Background: an optimization exercise with open tools, aiming at small area. Do not read the settings as production practice.
The RTL was checked by simulation tests, not by an equivalence proof against the original design.
The clock cells of this run come from the design's own scripts or RTL, not from TritonCTS.
No driver is modelled on the clock port, so clock power and skew are understated where the tree is cut down; a real chip needs a root buffer or a tree.
Power and IR drop assume default switching activity.

==> flow/design.v <==
module mastermind(
    input clk,
    input rst,
    input enterA,
    input enterB,
    input [2:0] letterIn,
    output [7:0] LEDX,
    output [6:0] SSD3,
    output [6:0] SSD2,
    output [6:0] SSD1,
    output [6:0] SSD0
);
    localparam [3:0] START = 4'b0000, SS = 4'b0001, SAP = 4'b0010, SBL = 4'b0011,
                     ER = 4'b0101, SAB = 4'b0110,
                     MI = 4'b1000, BI = 4'b1100, SC = 4'b1001, CHK = 4'b1110, WN = 4'b1111;
    reg [3:0] s, ns;
    reg cm;                     
    reg [2:0] c3, c2, c1, c0;   
    reg [2:0] g3, g2, g1;       
    reg [2:0] xm, pm;           
    reg sa, sb;                 
    reg l1, l0;                 
    wire I   = ~s[3];                       
    wire E   = s[3] & ~s[1] & ~s[0];        
    wire Bk  = E & s[2];
    wire Mk  = E & ~s[2];
    wire SCs = s[3] & ~s[1] & s[0];
    wire FB  = s[3] & s[1];                 
    wire [6:0] cnt = {g1[2], g2, g3};
    wire tc = cnt[6] & cnt[5] & cnt[2];           
    wire disp = (I & (s[2] | s[1] | s[0])) | SCs;
    wire nz3 = |g3, nz2 = |g2, nz1 = |g1;
    wire q0 = ~nz3, q1 = nz3 & ~nz2, q2 = nz2 & ~nz1, q3 = nz1;    
    wire pA = enterA, pB = enterB;
    wire rp = (s[2] ^ cm) ? pB : pA;              
    wire bp = cm ? pA : pB;                       
    wire lnz = |letterIn;
    wire allm = xm[2] & xm[1] & xm[0] & g1[1];
    wire go = l1 | l0;                            
    wire last = ~l0;
    wire winA = cm ^ s[0];                        
    wire e3 = letterIn == c3;
    wire e2 = letterIn == c2;
    wire e1 = letterIn == c1;
    wire e0 = letterIn == c0;
    wire pres = e3 | e2 | e1 | e0;
    always @(*) begin
        ns = s;
        case (s)
            START: if (pA | pB) ns = SS;
            SS:    if (tc) ns = SAP;
            SAP:   if (tc) ns = MI;
            SAB:   if (tc) ns = SBL;
            SBL:   if (tc) ns = BI;
            ER:    if (tc) ns = go ? START : SAP;
            MI:    if (rp & lnz & q3) ns = SAB;
            BI:    if (rp & lnz & q3) ns = CHK;
            CHK:   if (!allm) ns = WN; else if (bp) ns = ER;
            WN:    if (bp) ns = last ? SC : SBL;
            SC:    if (tc) ns = ER;
            default: ns = START;
        endcase
    end
    always @(posedge clk or negedge rst)
        if (!rst) s <= START;
        else s <= ns;
    wire [6:0] cnt_n = tc ? 7'd0 : cnt + 7'd1;
    wire [2:0] lin = letterIn & {3{rp}};          
    wire sSTART = s == START, sER = s == ER, sCHK = s == CHK, sWN = s == WN;
    wire lset = (s == SAP) | (s == SAB) | Mk;                       
    wire ev = (sCHK & allm & bp) | (sWN & bp & last);               
    wire wsh = sWN & bp & ~last;                                    
    wire vexit = E & q3 & rp & lnz;                                 
    wire [2:0] ld3 = {3{E & q0}}, ld2 = {3{E & q1}};
    wire ld1 = E & q2;
    wire [6:0] cld = {ld1, ld2, ld3};                               
    wire [6:0] clin = {lin[2], lin, lin};
    wire [6:0] cnt_d = ({7{disp}} & cnt_n) |
                       ({7{E}} & ((cld & clin) | (~cld & {7{~vexit}} & cnt)));
    wire fb0 = Bk & q3 & rp & lnz;
    wire [1:0] g10_d = {2{~disp}} & (({2{ld1}} & lin[1:0]) | ({2{fb0}} & {e0, pres}) |
                                     ({2{~ld1 & ~fb0}} & g1[1:0]));
    always @(posedge clk) begin
        cm <= (sSTART & ~pA) | (~sSTART & (cm ^ (sER & tc & ~go)));
        if (Mk && q0) c3 <= letterIn;
        if (Mk && q1) c2 <= letterIn;
        if (Mk && q2) c1 <= letterIn;
        if (Mk && q3) c0 <= letterIn;
        {g1[2], g2, g3} <= cnt_d;
        g1[1:0] <= g10_d;
        if (Bk && q0) begin xm[2] <= e3; pm[2] <= pres; end
        if (Bk && q1) begin xm[1] <= e2; pm[1] <= pres; end
        if (Bk && q2) begin xm[0] <= e1; pm[0] <= pres; end
        sa <= ~sSTART & (sa | (ev & winA));
        sb <= ~sSTART & (sb | (ev & ~winA));
        l1 <= (ev & winA & sa) | lset | (l1 & ~ev & ~wsh & ~sSTART);
        l0 <= (ev & ~winA & sb) | lset | (wsh & l1) | (l0 & ~ev & ~wsh & ~sSTART);
    end
    function [6:0] let7;
        input [2:0] l;
        reg z;
        begin
            z = ~(l[2] | l[1] | l[0]);
            let7[6] = z | (l[1] & ~l[0]) | (l[2] & l[1]);
            let7[5] = z;
            let7[4] = z;
            let7[3] = ~l[1];
            let7[2] = ~l[0] | (~l[2] & l[1]);
            let7[1] = ~l[0] | (~l[2] & l[1]);
            let7[0] = z | (l[2] & (l[1] | l[0]));
        end
    endfunction
    wire info = I & ~(tc & s[0] & (s[1] | s[2]));    
    wire [2:0] src3 = ({3{E & q0}} & letterIn) | ({3{Bk & nz3}} & g3) | ({3{SCs}} & c3);
    wire [2:0] src2 = ({3{E & q1}} & letterIn) | ({3{Bk & nz2}} & g2) | ({3{SCs}} & c2);
    wire [2:0] src1 = ({3{E & q2}} & letterIn) | ({3{Bk & nz1}} & g1) | ({3{SCs}} & c1);
    wire [2:0] src0 = ({3{E & q3}} & letterIn) | ({3{SCs}} & c0);
    wire [6:0] l3 = let7(src3), l2 = let7(src2), l1d = let7(src1), l0d = let7(src0);
    wire iSc = s[0] & ~s[1];                 
    wire iP  = s[1] & ~s[0];                 
    wire iL  = s[1] & s[0];                  
    wire iSt = ~s[2] & ~s[1] & ~s[0];        
    wire one_a = sa & ~l1;
    wire [6:0] i2 = {iSc ? ~l1 : iL,
                     iSc & sa,
                     iSc & one_a,
                     iSc ? one_a : ~iL,
                     iSc ? l1 : ~iSt,
                     iL,
                     iSc ? one_a : iL};
    wire showA0 = iP & (cm ^ ~s[2]);         
    wire one_b = sb & ~l0;
    reg [6:0] i0;
    always @(*) begin
        if (iSc)         i0 = {~l0, sb, one_b, one_b, l0, 1'b0, one_b};
        else if (iL)     i0 = {~l0, 1'b1, l1 | ~l0, ~l0, l0 & ~l1, 1'b0, ~l0};
        else if (showA0) i0 = 7'b0001000;
        else             i0 = 7'b0000011;
    end
    wire dash3 = Mk & nz3;
    wire dash2 = Mk & nz2;
    wire dash1 = (Mk & nz1) | info;
    assign SSD3 = {l3[6] & ~dash3, l3[5:0]};
    assign SSD2 = info ? i2 : {l2[6] & ~dash2, l2[5:0]};
    assign SSD1 = {l1d[6] & ~dash1, l1d[5:0]};
    assign SSD0 = info ? i0 : l0d;
    wire blink = I & s[2] & s[0] & go & cnt[3];    
    assign LEDX = ({8{FB}} & {xm[2], pm[2], xm[1], pm[1], xm[0], pm[0], g1[1], g1[0]}) | {8{blink}};
endmodule
==> flow/flow/run.sh <==
#!/bin/bash
# Own layout flow: the standard flow (standard.sh) with
#  - synthesis through flow/synth.tcl: the same registers as the standard synthesis;
#    the logic is mapped by a deeper, area-oriented ABC script (flow/abc.script), and
#    adders are left to ABC (no ADDER_MAP_FILE),
#  - no pass-through buffers in synthesis (SYNTH_INSBUF=0): every port gets its own
#    buffer in placement anyway,
#  - port buffers made with the smallest buffer cell (sky130_fd_sc_hd__buf_1),
#  - a flat clock tree: the clock port drives three buffers (buf_6), each at the centre
#    of a cluster of registers (flow/pre_cts.tcl), instead of TritonCTS's H-tree.
# make's output (every tool's) goes to make.log here; ORFS's per-step logs are in orfs/logs/.
set -euo pipefail
HERE=$(pwd)
bash standard.sh SYNTH_SCRIPT=$HERE/flow/synth.tcl ADDER_MAP_FILE= SYNTH_INSBUF=0 \
  "BUFFER_PORTS_ARGS=-buffer_cell sky130_fd_sc_hd__buf_1" \
  PRE_CTS_TCL=$HERE/flow/pre_cts.tcl CLK_BUF_CELL=sky130_fd_sc_hd__buf_6 CLK_CLUSTERS=3 \
  finish > $HERE/make.log 2>&1
==> flow/flow/abc.script <==
strash; &get -n; &deepsyn -T 300; &put; &get -n; &dch -f; &nf -R 1000 -E 100 -C 32 -F 10; &put
==> flow/flow/pre_cts.tcl <==
# Clock tree: the design has few registers, so the clock port drives a few clock
# buffers directly (at most CLK_CLUSTERS, each at the centre of a cluster of
# registers) and TritonCTS, which builds a deeper H-tree, is skipped.
set cts_cell $::env(CLK_BUF_CELL)
set k $::env(CLK_CLUSTERS)
set blk [ord::get_db_block]
set dbu [$blk getDefUnits]
set clk_net [$blk findNet clk]
set pts {}
foreach it [$clk_net getITerms] {
  set bb [[$it getInst] getBBox]
  lappend pts [list [expr {([$bb xMin] + [$bb xMax]) / 2.0 / $dbu}] \
                    [expr {([$bb yMin] + [$bb yMax]) / 2.0 / $dbu}] \
                    "[[$it getInst] getName]/[[$it getMTerm] getName]"]
}
# k-means, seeded along the x then y extent
set sorted [lsort -real -index 0 $pts]
set n [llength $sorted]
set cents {}
for {set c 0} {$c < $k} {incr c} {
  set p [lindex $sorted [expr {int(($c + 0.5) * $n / $k)}]]
  lappend cents [list [lindex $p 0] [lindex $p 1]]
}
for {set iter 0} {$iter < 50} {incr iter} {
  set sums {}
  for {set c 0} {$c < $k} {incr c} { lappend sums [list 0.0 0.0 0] }
  set assign {}
  foreach p $pts {
    set best 0; set bd 1e30
    for {set c 0} {$c < $k} {incr c} {
      set d [expr {abs([lindex $p 0] - [lindex $cents $c 0]) + abs([lindex $p 1] - [lindex $cents $c 1])}]
      if {$d < $bd} { set bd $d; set best $c }
    }
    lappend assign $best
    set s [lindex $sums $best]
    lset sums $best [list [expr {[lindex $s 0] + [lindex $p 0]}] [expr {[lindex $s 1] + [lindex $p 1]}] [expr {[lindex $s 2] + 1}]]
  }
  for {set c 0} {$c < $k} {incr c} {
    set s [lindex $sums $c]
    if {[lindex $s 2] > 0} { lset cents $c [list [expr {[lindex $s 0] / [lindex $s 2]}] [expr {[lindex $s 1] / [lindex $s 2]}]] }
  }
}
for {set c 0} {$c < $k} {incr c} {
  set loads {}
  foreach p $pts a $assign { if {$a == $c} { lappend loads [get_pins [lindex $p 2]] } }
  if {[llength $loads] == 0} continue
  puts "clock buffer $c: $cts_cell, [llength $loads] registers, at [lindex $cents $c]"
  insert_buffer -buffer_cell $cts_cell -net clk -load_pins $loads -location [lindex $cents $c] \
    -buffer_name clkbuf_leaf_$c -net_name clk_leaf_$c
}
foreach it [$clk_net getITerms] {
  set cnet [[[$it getInst] findITerm X] getNet]
  $cnet setSigType CLOCK
  puts "[[$it getInst] getName] drives [expr {[llength [$cnet getITerms]] - 1}] pins"
}
rename clock_tree_synthesis __orfs_clock_tree_synthesis
proc clock_tree_synthesis {args} { puts "clock_tree_synthesis skipped: clock buffers inserted before" }
==> flow/flow/synth.tcl <==
# The standard flow's synthesis (synth_recipe.tcl) with one change: the combinational logic is
# mapped by ABC with the script in abc.script (deeper, area-oriented) instead of
# ORFS's abc_speed/abc_area script. Registers are mapped exactly as in the standard
# synthesis (dfflibmap runs before abc and abc never touches flip-flops).
set my_abc_script [file join [file dirname [file normalize [info script]]] abc.script]
proc synth {args} { yosys synth -nofsm -noshare {*}$args }
proc abc {args} {
  global my_abc_script
  set i [lsearch -exact $args -script]
  if { $i >= 0 } { lset args [expr {$i + 1}] $my_abc_script }
  puts "custom abc: $args"
  yosys abc {*}$args
}
source $::env(SCRIPTS_DIR)/synth.tcl
# left out here: clear keep_hierarchy, flatten, clean up, hide names made inside functions, write 1_2_yosys.v
==> flow/standard.sh <==
#!/bin/bash
# synth_recipe.tcl (not shown) runs the flow's synth.tcl, then flattens the netlist and writes it again
# the make line also repeats each setting of config.mk as NAME=value (left out here)
make -C /OpenROAD-flow-scripts/flow DESIGN_CONFIG=/design/flow/config.mk WORK_HOME=/design/flow/orfs CLKGATE_MAP_FILE= SYNTH_SCRIPT=/design/flow/synth_recipe.tcl "${@:-finish}"
==> flow/config.mk <==
export PLATFORM = sky130hd
export DESIGN_NAME = mastermind
export DESIGN_NICKNAME = mastermind
export VERILOG_FILES = /design/flow/design.v
export SDC_FILE = /design/flow/constraint.sdc
export NUM_CORES = 4
export LEC_CHECK = 0
export CAP_MARGIN = 20
export CORE_MARGIN = 2
export CORE_UTILIZATION = 70
export GPL_TIMING_DRIVEN = 0
export SLEW_MARGIN = 20
==> flow/constraint.sdc <==
create_clock -name core_clock -period 10.0 [get_ports {clk}]
set_input_delay 2.0000 -clock core_clock [delete_from_list [all_inputs] [get_ports {clk}]]
set_output_delay 2.0000 -clock core_clock [all_outputs]
set_load 0.01 [all_outputs]
==> key figures <==
Setup path
  – CP endpoint kind: primary output
  – Critical Path AT: between 3 and 4 ns
  – Reg-to-reg slack, setup: about 6.6 ns
  – Reg2Reg Depth: 7
  – Kind of critical path: input port to primary output
  – Critical Path RT: 8.00 ns
  – CP max-delay cell: a222oi_1
  – CP dominant cell by count: buf_1
  – CP max stage delay: 0.53 ns
  – CP Launch Type: input port
  – CP cell instances: buf_1 > a222oi_1 > o21ai_0 > o21bai_1 > a21oi_1 > o22a_1 > buf_1
  – Crit-path max FO: 17

Global routing
  – Initial antenna violation count: 0
  – GRT Residual Overflow: 0
  – Gr usage total: about a third
  – Largest net degree at the start of global routing: 18
  – First-pass GRT wire length: approximately 9.2 mm
  – Vias in the first global route: 1936

Power and ir drop
  – Internal power: roughly 180 uW
  – Clock power share: 26.5%
  – Switching pwr: about 42 uW
  – Sw frac: between 10% and 20%
  – Gate power share: about 4%
  – VDD IR max: around 0.11 mV
  – Sequential Power Share: a little over two thirds
  – PwrDens: slightly above 90 nW/um^2
  – Leak Pwr: roughly 0.91 nW
  – Total design power: 223 uW

Timing
  – RSZ-0062 raised after global routing: no
  – Final Max Tran Viols: 0
  – Final worst path period need: just under 6 ns
  – Worst Max-Slew Pin Slew: 1.12 ns
  – Setup TNS: 0 ns
  – Final Hold Viols: 0
  – Slew margin rel.: between 20% and 30%
  – F_max: roughly 0.17 GHz
  – Final WS setup: between 4 and 5 ns
  – Final period util: 58.0%
  – Final Setup Violations: 0
  – Setup Skew: around 0.026 ns

Layout
  – Area added between synthesis and finish: 11.4%
  – Filler cells: ~200
  – Layout cells sized above 1: between 1 and 1.5%
  – ANT cells: 0
  – Finished Core Util: 81.4%
  – Final #Nets: between 300 and 400

Yosys
  – Number of enable-type register cells in the synthesized netlist: 18
  – Seq/Total Area, Yosys: about two fifths
  – Post-Synthesis Cells: about 260
  – Post-synth ARST share: ~11%
  – Yosys Warn Count: 1
  – Mean Syn Cell Area: between 8 and 9 sq um
  – Net Count, Synth: 270
  – Netlist cell types: 45
  – Flops & latches, synth: 36
  – Synth Cell Area: around 2200 sq um
  – Prevailing post-synth register cell: edfxtp_1

Routing
  – Drt wl/cell: roughly 16 microns
  – DR vias/cell: approximately 6.6
  – DRC errors left: 0
  – Starting DRT DRC Count: 307
  – DR pass1 iterations: 8
  – Via count: 2333
  – Detailed Route WL: ~5.8 mm
  – Antenna-violating nets left: 0

Floorplanning
  – Core Area: roughly 3000 sq um
  – I/O Pins: 43
  – Die area: between 3000 and 4000 sq um
  – Die width: about 60 microns
  – Die Y-Extent: 60.2 microns
  – Std cell rows: 20
  – Initial Util: about three quarters

Run
  – Max-Cap Viols: 0

Clock network
  – Post-CTS setup buffer count: 0
  – CTS clk-pin slew, worst paths: ~0.10 ns
  – # hold bufs at CTS: 0
  – Worst skew pair latency: about 0.12 ns
  – # resized after CTS: 0

Status
  – Status: no timing/DRC/antenna violations

Min path
  – HP Class: flop to flop
  – Hold Path Stages: 2

Placement
  – Hpwl dp: between 4 and 5 mm
  – Pre-CTS WS: approximately 4.2 ns
  – I/O Buffers: between 40 and 50
  – RePlAce Congestion: ~0.9
final cells by class, clock buffers not listed:
| class | count | area (sq um) | share of cell area, % |
|---|---|---|---|
| multi-input combinational | 222 | 1280 | 51.9 |
| sequential | 36 | 921 | 37.4 |
| timing repair buffer | 42 | 158 | 6.40 |
| tap | 44 | 55.1 | 2.23 |
| inverter | 5 | 18.8 | 0.762 |
layout by cell type (no fill, tap or decap), drive strengths merged, types with 2 or more instances in the layout:
master,n
nand2,57
buf,45
nor2,26
edfxtp,18
dfxtp,14
o21ai,13
a21oi,13
xor2,13
nor3,10
and2,8
and3,8
nand3,7
a22oi,7
a222oi,6
clkinv,5
nand4,4
o21a,4
o32ai,4
xnor2,4
dfrtp,4
or2,3
o22ai,3
mux2i,2
nand2b,2
o31ai,2
or3,2
o21bai,2
a31oi,2
o221ai,2
o211ai,2
cell usage after synthesis, types with 5 or more instances:
master	instances	share of area (%)
dfxtp_1	14	13
nand2_1	57	9.7
a222oi_1	6	2.7
o21ai_0	13	2.9
edfxtp_1	18	24
clkinv_1	5	0.85
nor2_1	26	4.4
xor2_1	13	5.2
and3_1	8	2.3
and2_0	8	2.3
a21oi_1	13	2.9
a22oi_1	7	2.4
nand3_1	7	1.6
nor3_1	10	2.3
cells by family (layout without fill, tap and decap cells):
group / count (synthesis) / count (layout) / synth area share, %
compound gates: 73 / 73 / 23.3
xor+xnor: 17 / 17 / 6.73
buf+inv: 5 / 50 / 0.849
flops: 36 / 36 / 41.7
mux: 2 / 2 / 0.906
simple gates: 130 / 130 / 26.5
routing by layer:
metal  part of all wire [%]  GRT usage, %  vias to the layer above
met1                     39          45.5                     1065
li1                       -             -                     1084
met2                     49          56.1                      163
met3                     10          3.90                       21
met5                      0             0                        -
met4                    1.9          4.76                        0
worst max-delay path, delay by kind of cell:
| family | cells | cell delay, ns |
|---|---|---|
| buffers and inverters | 2 | 0.47 |
| AOI/OAI and AO/OA | 5 | 1.32 |
path summary, 6_finish.rpt:
path                                     to              from
setup reg to reg           s[0]$_DFFE_PN0P_  s[2]$_DFFE_PN0P_
min in group asynchronous  s[1]$_DFFE_PN0P_               rst
hold reg to reg                  l1$_DFF_P_        sa$_DFF_P_
hold / removal                   l1$_DFF_P_        sa$_DFF_P_
setup / recovery                    SSD2[6]       letterIn[2]
max in group asynchronous  s[3]$_DFFE_PN0P_               rst
per-stage QoR:
step | cell area [sq um] | hold slack (ns) | instances
after floorplan | 2210 | 0.457 | 263
after global placement | 2420 | 0.484 | 349
after detailed placement | 2420 | 0.500 | 349
after CTS | 2460 | 0.502 | 352
after global routing | 2460 | 0.489 | 352
final | 2460 | 0.474 | 352
state kept, by name, summed over array words and instances (netlist names):
register  count
pm            3
xm            3
g2            3
c3            3
sa            1
c1            3
g1            3
cm            1
g3            3
c2            3
sb            1
c0            3
l0            1
l1            1
s             4
power groups by stage:
stage / Combinational [mW] / Clock, mW / Sequential (mW)
2_1_floorplan: 0.00341 / 0 / 0.158
3_3_place_gp: 0.00868 / 0 / 0.158
3_5_place_dp: 0.00884 / 0 / 0.158
4_1_cts: 0.00886 / 0.0452 / 0.158
5_1_grt: 0.00983 / 0.0640 / 0.155
6_report: 0.00904 / 0.0592 / 0.155

-- separate check: timing with driven ports --
No port has a modelled driver above. Below, the same layout with a new extraction and two added sets of constraints.
Step 1 sets driving cells, clkbuf_16 on the clock port and buf_2 on the other inputs (assumed; they add their load-dependent delay and slew).
Step 2 times the ports against the registers' clock, not the clock port: input delays grow and output delays shrink by t, the midpoint of the rising clock arrivals with the driver on.
Slacks: ideal ports / drivers / drivers and shift; pairs: ideal ports / drivers.
shift t [ns]: 0.158
slack for setup (ns): 4.203 / 4.183 / 4.183
worst data-port slew with drivers (ns): 0.03
After both steps this run still meets setup and hold. The setup slack of this run moves by -0.020 ns with the drivers and by -0.020 ns with both steps.
